From an optimization exercise on the open Yosys and OpenROAD flow, aimed at small area and a short achievable clock period; shortcuts taken in it are not production practice.
In this exercise RTL edits were held to simulation tests only and were not proved equivalent to the original.

==> inputs of wip/ember <==
## TopProcessor
module TopProcessor(Clk, Reset, InstrAddr, Instruction, DataAddr, DataWData, MemWrite, MemRead, DataRData, WriteData);
clock: 24.0 ns
lec_check: 0
cap_margin: 10
core_margin: 2
core_utilization: 55
cts_cluster_diameter: 90
cts_cluster_size: 24
setup_slack_margin: 5
slew_margin: 10
synth_hierarchical: 1
standard.sh (not shown) runs the stock make flow with config.mk's settings and CLKGATE_MAP_FILE= SYNTH_SCRIPT=/design/flow/synth_recipe.tcl, a recipe that flattens the netlist after the stock synthesis.
==> flow/flow/run.sh <==
#!/bin/bash
# Own layout flow: the standard synthesis unchanged, then ORFS from
# floorplan to finish with four knobs the flow settings cannot reach:
#  - a larger setup margin for the timing repair steps,
#  - repair of the worst path only (no total-negative-slack repair),
#  - buf_2 cells as the port buffers,
#  - sizing not held to the same cell footprint.
# Each step's full output goes to its own log in this folder.
set -euo pipefail
MARGIN=7.5
bash standard.sh synth > synth.log 2>&1
sed -e "s|\"\${@:-finish}\"|SETUP_SLACK_MARGIN=$MARGIN TNS_END_PERCENT=0 MATCH_CELL_FOOTPRINT=0 BUFFER_PORTS_ARGS='-buffer_cell sky130_fd_sc_hd__buf_2' \"\${@:-finish}\"|" standard.sh > layout.sh
bash layout.sh > layout.log 2>&1
==> wip/quartz (differences from wip/ember) <==
==> flow/flow/run.sh (replaced) <==
#!/bin/bash
# Own layout flow: the standard synthesis unchanged, then ORFS from
# floorplan to finish with four knobs the flow settings cannot reach:
#  - a larger setup margin for the timing repair steps,
#  - repair of the worst path only (no total-negative-slack repair),
#  - buf_1 cells as the port buffers,
#  - sizing not held to the same cell footprint.
# Each step's full output goes to its own log in this folder.
set -euo pipefail
MARGIN=8.5
bash standard.sh synth > synth.log 2>&1
sed -e "s|\"\${@:-finish}\"|SETUP_SLACK_MARGIN=$MARGIN TNS_END_PERCENT=0 MATCH_CELL_FOOTPRINT=0 BUFFER_PORTS_ARGS='-buffer_cell sky130_fd_sc_hd__buf_1' \"\${@:-finish}\"|" standard.sh > layout.sh
bash layout.sh > layout.log 2>&1
--- a/flow/config.mk
+++ b/flow/config.mk
@@ -9,5 +9,5 @@
 export CORE_MARGIN = 2
-export CORE_UTILIZATION = 55
-export CTS_CLUSTER_DIAMETER = 90
-export CTS_CLUSTER_SIZE = 24
+export CORE_UTILIZATION = 62
+export CTS_CLUSTER_DIAMETER = 80
+export CTS_CLUSTER_SIZE = 20
 export SETUP_SLACK_MARGIN = 5
==> wip/sierra (differences from wip/ember) <==
--- a/flow/flow/run.sh
+++ b/flow/flow/run.sh
@@ -9,3 +9,3 @@
 set -euo pipefail
-MARGIN=7.5
+MARGIN=7.2
 bash standard.sh synth > synth.log 2>&1
--- a/flow/config.mk
+++ b/flow/config.mk
@@ -10,4 +10,4 @@
 export CORE_UTILIZATION = 55
-export CTS_CLUSTER_DIAMETER = 90
-export CTS_CLUSTER_SIZE = 24
+export CTS_CLUSTER_DIAMETER = 80
+export CTS_CLUSTER_SIZE = 20
 export SETUP_SLACK_MARGIN = 5
==> notes <==
wip/sierra finished with timing, DRC and antenna clean. wip/quartz completed without violations. wip/ember ran to the end with no violations. Register-to-register slack: wip/sierra < wip/quartz < wip/ember. The lowest count of clock-buffer cells in the layout belongs to wip/ember, the highest to wip/sierra. Via count, highest first: wip/ember, wip/quartz, wip/sierra. In first-iteration DRC count, wip/sierra and wip/ember hardly differ. In sequential cell count, wip/ember and wip/quartz do not differ. The highest non-clock buffer count belongs to wip/ember, the lowest to wip/quartz.


==> run H <==
TopProcessor, a different RTL version from the one above (not shown whole).
clock: 24.0 ns
lec_check: 0
cap_margin: 20
core_margin: 2
core_utilization: 40
setup_slack_margin: 5
slew_margin: 20
synth_hierarchical: 1
run.sh (not shown) runs the stock make flow with config.mk's settings and CLKGATE_MAP_FILE= SYNTH_SCRIPT=/design/flow/synth_recipe.tcl, a recipe that flattens the netlist after the stock synthesis.
Stock flow here: none of the scripts above is used.
==> run K: changes against run H <==
==> flow/flow/run.sh (new file) <==
#!/bin/bash
# Own layout flow: the standard synthesis unchanged, then ORFS from
# floorplan to finish with three knobs the flow settings cannot reach:
#  - a larger setup margin for the timing repair steps,
#  - repair of the worst path only (no total-negative-slack repair),
#  - buf_2 cells as the port buffers.
# Each step's full output goes to its own log in this folder.
set -euo pipefail
MARGIN=8
bash standard.sh synth > synth.log 2>&1
sed -e "s|\"\${@:-finish}\"|SETUP_SLACK_MARGIN=$MARGIN TNS_END_PERCENT=0 BUFFER_PORTS_ARGS='-buffer_cell sky130_fd_sc_hd__buf_2' \"\${@:-finish}\"|" standard.sh > layout.sh
bash layout.sh > layout.log 2>&1
==> flow/standard.sh (new file) <==
#!/bin/bash
# synth_recipe.tcl (not shown) runs the flow's synth.tcl, then flattens the netlist and writes it again
# the make line also repeats each setting of config.mk as NAME=value (left out here)
make -C /OpenROAD-flow-scripts/flow DESIGN_CONFIG=/design/flow/config.mk WORK_HOME=/design/flow/orfs CLKGATE_MAP_FILE= SYNTH_SCRIPT=/design/flow/synth_recipe.tcl "${@:-finish}"
--- a/flow/config.mk
+++ b/flow/config.mk
@@ -7,7 +7,7 @@
 export LEC_CHECK = 0
 export CAP_MARGIN = 20
 export CORE_MARGIN = 2
-export CORE_UTILIZATION = 40
+export CORE_UTILIZATION = 55
 export SETUP_SLACK_MARGIN = 5
 export SLEW_MARGIN = 20
 export SYNTH_HIERARCHICAL = 1
removed: flow/run.sh
==> flow_metrics.py <==
metrics = {
    "cells_and_area": {
        "num-clock-buffers": 127,
        "synthToLayoutAreaGrowth_pct": 20.5,
        "fin_nets": 5865,
    },
    "placed_design": {
        "place.gp.congestion": 0.983,
        "dp_slack_ps": 4840,
    },
    "setup_path": {
        "cp_slowest_stage_delay_ps": 660,
    },
    "run_status": {
        "outcome": "no timing/DRC/antenna violations",
    },
    "route": {
        "viasPerCell": 7.69,
        "drt_iter0_drc": 11500,
    },
    "die": {
        "die_width_um": 337,
    },
    "hold_path": {
        "min_path_cells": 3,
    },
}
the above is filed under run K

==> flow_metrics.py <==
metrics = {
    "clocking": {
        "cts_tree": "done",
    },
    "setup_path": {
        "cp_slowest_stage_delay_ps": 640,
    },
    "die": {
        "die_width_um": 395,
    },
    "cells_and_area": {
        "num-clock-buffers": 119,
        "synthToLayoutAreaGrowth_pct": 17.1,
        "multi_input_comb_cells": 3572,
        "fin_nets": 5728,
    },
    "route": {
        "drt_iter0_drc": 9986,
        "viasPerCell": 7.02,
    },
    "run_status": {
        "outcome": "no timing/DRC/antenna violations",
    },
    "logic_synthesis": {
        "synth-simple-area-share_pct": 9.31,
        "synth.top_cells.by_area": "edfxtp_1 49%, a222oi_1 10%, fa_1 6.9%, xnor2_1 4.8%, o22ai_1 2.7%",
    },
    "placed_design": {
        "place.gp.congestion": 0.995,
    },
}
the above is filed under run H



==> xenon: inputs <==
RTL: one of the versions met above, not the one the previous note started from.
==> flow/config.mk <==
export PLATFORM = sky130hd
export DESIGN_NAME = TopProcessor
export DESIGN_NICKNAME = TopProcessor
export VERILOG_FILES = /design/flow/design.v
export SDC_FILE = /design/flow/constraint.sdc
export NUM_CORES = 4
export LEC_CHECK = 0
export CAP_MARGIN = 20
export CORE_MARGIN = 2
export CORE_UTILIZATION = 55
export SETUP_SLACK_MARGIN = 5
export SLEW_MARGIN = 20
export SYNTH_HIERARCHICAL = 1
==> flow/constraint.sdc <==
create_clock -name core_clock -period 24.0 [get_ports {Clk}]
set_input_delay 4.8000 -clock core_clock [delete_from_list [all_inputs] [get_ports {Clk}]]
set_output_delay 4.8000 -clock core_clock [all_outputs]
set_load 0.01 [all_outputs]
standard.sh (not shown) runs the stock make flow with config.mk's settings and CLKGATE_MAP_FILE= SYNTH_SCRIPT=/design/flow/synth_recipe.tcl, a recipe that flattens the netlist after the stock synthesis.
==> flow/flow/run.sh <==
#!/bin/bash
# Own layout flow: the standard synthesis unchanged, then ORFS from
# floorplan to finish with four knobs the flow settings cannot reach:
#  - a larger setup margin for the timing repair steps,
#  - repair of the worst path only (no total-negative-slack repair),
#  - buf_2 cells as the port buffers,
#  - sizing not held to the same cell footprint.
# Each step's full output goes to its own log in this folder.
set -euo pipefail
MARGIN=10
bash standard.sh synth > synth.log 2>&1
sed -e "s|\"\${@:-finish}\"|SETUP_SLACK_MARGIN=$MARGIN TNS_END_PERCENT=0 MATCH_CELL_FOOTPRINT=0 BUFFER_PORTS_ARGS='-buffer_cell sky130_fd_sc_hd__buf_2' \"\${@:-finish}\"|" standard.sh > layout.sh
bash layout.sh > layout.log 2>&1
==> willow: changes against xenon <==
--- a/flow/flow/run.sh
+++ b/flow/flow/run.sh
@@ -8,5 +8,5 @@
 # Each step's full output goes to its own log in this folder.
 set -euo pipefail
-MARGIN=10
+MARGIN=8.5
 bash standard.sh synth > synth.log 2>&1
 sed -e "s|\"\${@:-finish}\"|SETUP_SLACK_MARGIN=$MARGIN TNS_END_PERCENT=0 MATCH_CELL_FOOTPRINT=0 BUFFER_PORTS_ARGS='-buffer_cell sky130_fd_sc_hd__buf_2' \"\${@:-finish}\"|" standard.sh > layout.sh
Settings changed: CAP_MARGIN 20 to 10, CTS_CLUSTER_DIAMETER set to 80, CTS_CLUSTER_SIZE set to 20, SLEW_MARGIN 20 to 10.
==> run summary <==
| item | xenon | willow |
|---|---|---|
| Register fraction of the total cell area | 0.416 | 0.432 |
| Largest area class, layout | multi-input combinational cells | registers |
| Post-detailed-route wirelength per cell | 39.3 um | 39.6 um |
| Number of placed instances, taps included | 6,550 | 6,549 |
| Combined area of the multi-input logic cells | 0.0307 mm^2 | 0.0304 mm^2 |
| Pin slew with the least headroom to its limit | 1180 ps | 1210 ps |
| Worst slew margin | 0.214 | 0.191 |
| Cell with the largest stage delay on the worst path | sky130_fd_sc_hd__a222oi_1 | sky130_fd_sc_hd__nand4_1 |
| Post-cts sizing count | 383 | 360 |
| Post-route cell area | 0.0730 mm^2 | 0.0703 mm^2 |
| Cell count of the worst reg-to-reg path | 25 | 23 |
| Placed Instance Area | 0.0649 mm^2 | 0.0649 mm^2 |
| Status | complete, no violations | complete, no violations |

-- re-timing with driven ports --
How much do the figures lean on ideal ports? The routed layouts below were timed once more, with nothing changed but the port constraints. Step 1, drivers: a clkbuf_16 drives Clk and a buf_2 each remaining input, both assumed. Step 2 also shifts input and output timing later by t, the mid clock arrival at the registers, as if the neighbouring blocks saw the same clock. Three values: ideal ports, drivers, drivers and shift; two values: the first two.
| run | t (ns) | setup WS [ns] | worst slew at a driven data input, ns |
|---|---|---|---|
| wip/ember | 0.764 | 7.061 / 6.965 / 6.965 | 0.11 |
| wip/quartz | 0.768 | 6.622 / 6.522 / 6.522 | 0.13 |
| wip/sierra | 0.774 | 6.914 / 6.836 / 6.836 | 0.11 |
| run H | 0.790 | 5.216 / 5.183 / 5.183 | 0.09 |
| run K | 0.776 | 6.908 / 6.706 / 6.706 | 0.22 |
| xenon | 0.768 | 6.993 / 6.898 / 6.898 | 0.11 |
| willow | 0.772 | 7.039 / 6.948 / 6.948 | 0.12 |
After both steps setup and hold are still met in every run listed. The setup slack of run K, which loses most, moves by -0.202 ns with the drivers and by -0.202 ns with both steps.
